What follows belongs to an exercise in optimizing a design on an open flow for small area and a short achievable clock period; a production flow would make more cautious choices. The RTL was checked by simulation tests, not by an equivalence proof against the original design.

==> run a <==
## cordicsqrt
module cordicsqrt (
    input [15:0] N,
    input clk, in_valid,
    output [15:0] sqrt,
    output out_valid
  );
Settings: LEC_CHECK=0, CAP_MARGIN=20, CORE_MARGIN=2, CORE_UTILIZATION=60, SLEW_MARGIN=20; clock period 10.0 ns.
standard.sh (not shown) runs the stock make flow with config.mk's settings and CLKGATE_MAP_FILE= SYNTH_SCRIPT=/design/flow/synth_recipe.tcl, a recipe that flattens the netlist after the stock synthesis.
==> flow/flow/run.sh <==
#!/bin/bash
set -o pipefail
export SETUP_SLACK_MARGIN=${MARGIN:-7.1}
export CTS_ARGS="-sink_clustering_enable -repair_clock_nets -sink_clustering_size ${CSIZE:-20} -sink_clustering_max_diameter ${CDIAM:-80} -dont_use_dummy_load -buf_list {sky130_fd_sc_hd__clkbuf_16}"
bash standard.sh > standard.log 2>&1
==> inputs of run b, as changes to run a <==
==> flow/flow/run.sh (replaced) <==
#!/bin/bash
set -o pipefail
export SETUP_SLACK_MARGIN=${MARGIN:-6.9}
export CTS_ARGS="-sink_clustering_enable -repair_clock_nets -sink_clustering_size ${CSIZE:-20} -sink_clustering_max_diameter ${CDIAM:-80} -dont_use_dummy_load -buf_list {sky130_fd_sc_hd__clkbuf_16}"
bash standard.sh > standard.log 2>&1
--- a/flow/config.mk
+++ b/flow/config.mk
@@ -9,3 +9,4 @@
 export CORE_MARGIN = 2
-export CORE_UTILIZATION = 60
+export CORE_UTILIZATION = 70
+export PLACE_DENSITY = 0.75
 export SLEW_MARGIN = 20
==> inputs of run c, as changes to run a <==
==> flow/flow/run.sh (replaced) <==
#!/bin/bash
set -o pipefail
export SETUP_SLACK_MARGIN=${MARGIN:-6.6}
bash standard.sh > standard.log 2>&1
--- a/flow/config.mk
+++ b/flow/config.mk
@@ -10,2 +10,3 @@
 export CORE_UTILIZATION = 60
+export CTS_BUF_LIST = sky130_fd_sc_hd__clkbuf_8
 export SLEW_MARGIN = 20
==> comparison <==
Run c went through all stages and came out clean. Run b completed with no timing, DRC or antenna violations. Run a completed without violations.
Of run c and run b, run b has the higher wire length (gap about 2.3%, measured against run b).
Die area: run c is larger than run b (16%).
Against run a, the critical path depth of run b is higher by 10.
Flip-flop and latch count is the same in run b and run a.
Synthesized cell count is the same in run a and run b.
Against run c, the non-clock buffer count of run a is higher by 182.
Final cell count, lowest first: run b, run a, run c.
==> figures <==
| metric | run c | run a | run b |
|---|---|---|---|
| Endpoint of the worst-slack reg-to-reg timing path | rx12_q17[12] | ry11_q16[14] | res_q20[1] |
| Per-cell via count in the routed design | 5.77 | 5.84 | 6.10 |
| Area used by sequential logic in the layout | 17200 sq um | 17300 sq um | 17200 sq um |
| Worst reg2reg path startpoint | dn11_q16 | d10_q15 | ps_fb_q19[10] |
| Multi-input logic portion of the cell area | 0.559 | 0.570 | 0.578 |
| Met3 track demand over resource | 0.0535 | 0.0403 | 0.0537 |
| Placed insts | 6544 | 6537 | 6406 |
| Run status | finished clean | finished clean | finished clean |
| Multi-input gate area in the final layout | 30800 sq um | 32100 sq um | 31400 sq um |
| Critical Path Fanout Max | 1 | 1 | 4 |
| Worst setup path end | sqrt[3] | sqrt[3] | res_q20[1] |
| Max transition margin | 0.295 | 0.405 | 0.385 |
| Clock buffers and inverters, area share | 0.0560 | 0.0227 | 0.0230 |
| Initial core utilization | 0.605 | 0.605 | 0.708 |
| Worst-Margin Slew | 1.06 ns | 0.883 ns | 0.899 ns |
| Worst min-delay path startpoint | tag_q11[4] | tag_q5[3] | tag_q11[3] |

========
==> inputs of trial 78 <==
Starting RTL as in the previous note.
Settings: LEC_CHECK=0, ABC_AREA=1, CAP_MARGIN=20, CORE_MARGIN=2, CORE_UTILIZATION=60, SLEW_MARGIN=20; clock period 10.0 ns.
==> flow/flow/run.sh <==
#!/bin/bash
set -o pipefail
export SETUP_SLACK_MARGIN=${MARGIN:-6.9}
export CTS_ARGS="-sink_clustering_enable -repair_clock_nets -sink_clustering_size ${CSIZE:-20} -sink_clustering_max_diameter ${CDIAM:-80} -dont_use_dummy_load -buf_list {sky130_fd_sc_hd__clkbuf_16}"
bash standard.sh > standard.log 2>&1
==> trial 73 (differences from trial 78) <==
==> flow/flow/run.sh (replaced) <==
#!/bin/bash
set -o pipefail
export SETUP_SLACK_MARGIN=${MARGIN:-6.6}
bash standard.sh > standard.log 2>&1
ABC_AREA = default   (was 1)
CORE_UTILIZATION = 40   (was 60)
==> trial 8 (differences from trial 78) <==
==> flow/flow/run.sh (replaced) <==
#!/bin/bash
set -o pipefail
export SETUP_SLACK_MARGIN=${MARGIN:-7.1}
export CTS_ARGS="-sink_clustering_enable -repair_clock_nets -sink_clustering_size ${CSIZE:-30} -sink_clustering_max_diameter ${CDIAM:-120} -dont_use_dummy_load -buf_list {sky130_fd_sc_hd__clkbuf_16}"
bash standard.sh > standard.log 2>&1
==> qor summary <==
                                                            trial 8     trial 73    trial 78
Run status                         no timing/DRC/antenna violations  no timing/DRC/antenna violations  no timing/DRC/antenna violations
Vertical die dimension                                     287.7 µm     359.6 µm    287.7 µm
Global placement routability congestion                       1.016       0.9521       1.013
WL met1                                                   57,050 µm    53,100 µm   53,040 µm
Adder and majority gate portion of the synthesized area      22.90%       21.91%      22.90%
Buffer share of cell area                                    7.770%       1.415%      5.288%
Area occupied by multi-input gates                       30,130 µm²   30,870 µm²  29,210 µm²
Number of nets produced by synthesis                          6,340        6,366       6,340
Number of well taps                                           1,060        1,650       1,060
Maximum level of the CTS H-tree                                   2            3           2
Peak fanout along the critical path                               2           24           3
Mux contribution to synthesized area                        0.2383%      0.9450%     0.2383%
Fin crit period                                            3.639 ns     3.301 ns    3.793 ns
# resized after CTS                                             357           34         241
Met2 routed wirelength                                    65,370 µm    59,130 µm   56,510 µm
Critical path endpoint                                   res_q20[0]  ry9_q14[13]  res_q20[0]
Initial standard-cell utilization of the core                60.26%       40.28%      60.26%
Netlist area before placement                            48,310 µm²   50,580 µm²  48,310 µm²

========
==> v28: inputs <==
Starting RTL as in the previous note.
Settings: LEC_CHECK=0, CAP_MARGIN=20, CORE_MARGIN=2, CORE_UTILIZATION=60, SLEW_MARGIN=20; clock period 10.0 ns.
==> flow/flow/run.sh <==
#!/bin/bash
set -o pipefail
export SETUP_SLACK_MARGIN=${MARGIN:-6.9}
export CTS_ARGS="-sink_clustering_enable -repair_clock_nets -sink_clustering_size ${CSIZE:-20} -sink_clustering_max_diameter ${CDIAM:-80} -dont_use_dummy_load -buf_list {sky130_fd_sc_hd__clkbuf_16}"
bash standard.sh > standard.log 2>&1
==> inputs of v32, as changes to v28 <==
==> flow/flow/run.sh (replaced) <==
#!/bin/bash
set -o pipefail
export SETUP_SLACK_MARGIN=${MARGIN:-6.9}
bash standard.sh > standard.log 2>&1
--- a/flow/config.mk
+++ b/flow/config.mk
@@ -8,4 +8,4 @@
 export CAP_MARGIN = 20
 export CORE_MARGIN = 2
-export CORE_UTILIZATION = 60
+export CORE_UTILIZATION = 40
 export SLEW_MARGIN = 20
==> inputs of v11, as changes to v28 <==
==> flow/flow/run.sh (replaced) <==
#!/bin/bash
set -o pipefail
export SETUP_SLACK_MARGIN=${MARGIN:-6.9}
export CTS_ARGS="-sink_clustering_enable -repair_clock_nets -sink_clustering_size ${CSIZE:-30} -sink_clustering_max_diameter ${CDIAM:-120} -dont_use_dummy_load -buf_list {sky130_fd_sc_hd__clkbuf_16}"
bash standard.sh > standard.log 2>&1
--- a/flow/config.mk
+++ b/flow/config.mk
@@ -6,4 +6,5 @@
 export NUM_CORES = 4
 export LEC_CHECK = 0
+export ABC_AREA = 1
 export CAP_MARGIN = 20
 export CORE_MARGIN = 2
==> impl_metrics.json <==
{
  "multi_input_area_share": 0.5487,
  "rr_endpoint": "res_q20[5]",
  "status": "no timing/DRC/antenna violations",
  "yosys-top-cells-area": "dfxtp_1 34%, ha_1 15%, fa_1 6.6%, xnor2_1 4.4%, xor2_1 4.2%"
}
The numbers above come from v32.

==> impl_metrics.json <==
{
  "multi_input_area_share": 0.5763,
  "clock_buffers": 53,
  "yosys-top-cells-area": "dfxtp_1 34%, ha_1 15%, fa_1 6.6%, xnor2_1 4.4%, xor2_1 4.2%",
  "status": "no timing/DRC/antenna violations",
  "rr_endpoint": "vx6_q11[10]",
  "design_area_sq_um": 54490
}
The numbers above come from v28.

==> impl_metrics.json <==
{
  "status": "no timing/DRC/antenna violations",
  "multi_input_area_share": 0.5312,
  "rr_endpoint": "res_q20[0]",
  "yosys-top-cells-area": "dfxtp_1 35%, ha_1 16%, xor2_1 7.9%, fa_1 6.9%, inv_1 6.7%"
}
The numbers above come from v11.


========
==> build 69: inputs <==
cordicsqrt, a different RTL version from the one above (not shown whole).
Settings: LEC_CHECK=0, ABC_AREA=1, CAP_MARGIN=20, CORE_MARGIN=2, CORE_UTILIZATION=60, SLEW_MARGIN=20; clock period 10.0 ns.
==> flow/flow/run.sh <==
#!/bin/bash
set -o pipefail
export SETUP_SLACK_MARGIN=${MARGIN:-6.9}
export CTS_ARGS="-sink_clustering_enable -repair_clock_nets -sink_clustering_size ${CSIZE:-20} -sink_clustering_max_diameter ${CDIAM:-80} -dont_use_dummy_load -buf_list {sky130_fd_sc_hd__clkbuf_16}"
bash standard.sh > standard.log 2>&1
==> inputs of trial 62, as changes to build 69 <==
==> flow/flow/run.sh (replaced) <==
#!/bin/bash
set -o pipefail
export SETUP_SLACK_MARGIN=${MARGIN:-6.7}
export CTS_ARGS="-sink_clustering_enable -repair_clock_nets -sink_clustering_size ${CSIZE:-20} -sink_clustering_max_diameter ${CDIAM:-80} -dont_use_dummy_load -buf_list {sky130_fd_sc_hd__clkbuf_16}"
bash standard.sh > standard.log 2>&1
ABC_AREA = unset   (was 1)
==> inputs of build 78, as changes to build 69 <==
==> flow/flow/run.sh (replaced) <==
#!/bin/bash
set -o pipefail
export SETUP_SLACK_MARGIN=${MARGIN:-7.1}
export CTS_ARGS="-sink_clustering_enable -repair_clock_nets -sink_clustering_size ${CSIZE:-20} -sink_clustering_max_diameter ${CDIAM:-80} -dont_use_dummy_load -buf_list {sky130_fd_sc_hd__clkbuf_16}"
bash standard.sh > standard.log 2>&1
ABC_AREA = unset   (was 1)
==> inputs of build 57, as changes to build 69 <==
==> flow/flow/run.sh (replaced) <==
#!/bin/bash
set -o pipefail
export SETUP_SLACK_MARGIN=${MARGIN:-7.1}
export CTS_ARGS="-sink_clustering_enable -repair_clock_nets -sink_clustering_size ${CSIZE:-30} -sink_clustering_max_diameter ${CDIAM:-100} -dont_use_dummy_load -buf_list {sky130_fd_sc_hd__clkbuf_16}"
bash standard.sh > standard.log 2>&1
ABC_AREA = unset   (was 1)
==> results.txt <==
item	build 57	build 69	build 78	trial 62
Run status	complete, no violations	complete, no violations	complete, no violations	complete, no violations
Row Count	101	99	101	101
Insertion delay of the later-clocked pin in the worst-skew pair	610 ps	600 ps	620 ps	610 ps
GRT Overall Usage	0.268	0.285	0.270	0.263
Cell count after synthesis	5057	5078	5057	5057
Endpoint of the most critical register-to-register path	ry10_q15[13]	res_q20[10]	res_q20[3]	vx6_q11[3]
Number of nets in the synthesized netlist	5805	5826	5805	5805
Net count reported at finish	5923	6078	5917	5778
Share of cell area taken by flip-flops and latches	0.305	0.312	0.304	0.316
Peak fanout along the critical path	3	3	4	22
Area of the multi-input gates	29100 um^2	26400 um^2	29100 um^2	28100 um^2
Slowest cell on crit path	sky130_fd_sc_hd__dfxtp_4	sky130_fd_sc_hd__dfxtp_2	sky130_fd_sc_hd__a211o_1	sky130_fd_sc_hd__nor2_1
Largest incremental delay on the critical path	380 ps	340 ps	400 ps	670 ps
Slew at the pin closest to its max-slew limit	1010 ps	1190 ps	1080 ps	1130 ps
Routed via count divided by cell count	5.76	5.42	5.77	5.75
Share of synthesized area spent on multiplexers	0.0107	0.000685	0.0107	0.0107
Wire length per cell after detailed routing	17.4 um	17.6 um	17.5 um	17.4 um
Area of the core	75800 um^2	72600 um^2	75800 um^2	75800 um^2
First-iteration detailed-routing DRC count	2658	2250	2906	2665
Via total after detailed routing	35454	34066	35462	34532

-- afterwards: timing with drivers on the ports --
The flow's constraints put no driver on any port. The routed layouts listed below were extracted and timed again, unchanged, in two steps. Step 1, drivers: a clkbuf_16 drives clk and a buf_2 each remaining input, both assumed. Step 2, shift: input delay + t, output delay - t, t = (earliest + latest rising clock arrival at the registers) / 2. This alone moves slack from input paths to output paths. Slacks: ideal / step 1 / step 2; pairs: ideal / step 1.
| run | t, ns | setup slack, ns | clock arrival spread, ns | cell pins on the clock port's net |
|---|---|---|---|---|
| run a | 0.691 | 6.924 / 6.855 / 6.937 | 0.060 / 0.060 | 1 |
| run b | 0.678 | 6.830 / 6.830 / 6.830 | 0.026 / 0.027 | 1 |
| run c | 0.873 | 6.675 / 6.613 / 6.685 | 0.067 / 0.067 | 1 |
| trial 78 | 0.662 | 6.207 / 6.208 / 6.208 | 0.072 / 0.072 | 1 |
| trial 73 | 0.758 | 6.699 / 6.636 / 6.699 | 0.051 / 0.051 | 1 |
| trial 8 | 0.639 | 6.361 / 6.361 / 6.361 | 0.098 / 0.098 | 1 |
| v28 | 0.677 | 6.883 / 6.876 / 6.883 | 0.049 / 0.049 | 1 |
| v32 | 0.774 | 6.820 / 6.744 / 6.820 | 0.047 / 0.047 | 1 |
| v11 | 0.631 | 6.195 / 6.195 / 6.195 | 0.083 / 0.083 | 1 |
| build 69 | 0.637 | 6.530 / 6.530 / 6.530 | 0.092 / 0.092 | 1 |
| trial 62 | 0.649 | 6.779 / 6.755 / 6.779 | 0.070 / 0.069 | 1 |
| build 78 | 0.669 | 6.862 / 6.862 / 6.862 | 0.050 / 0.049 | 1 |
| build 57 | 0.653 | 6.923 / 6.903 / 6.923 | 0.064 / 0.064 | 1 |
After both steps every run listed still meets setup and hold.
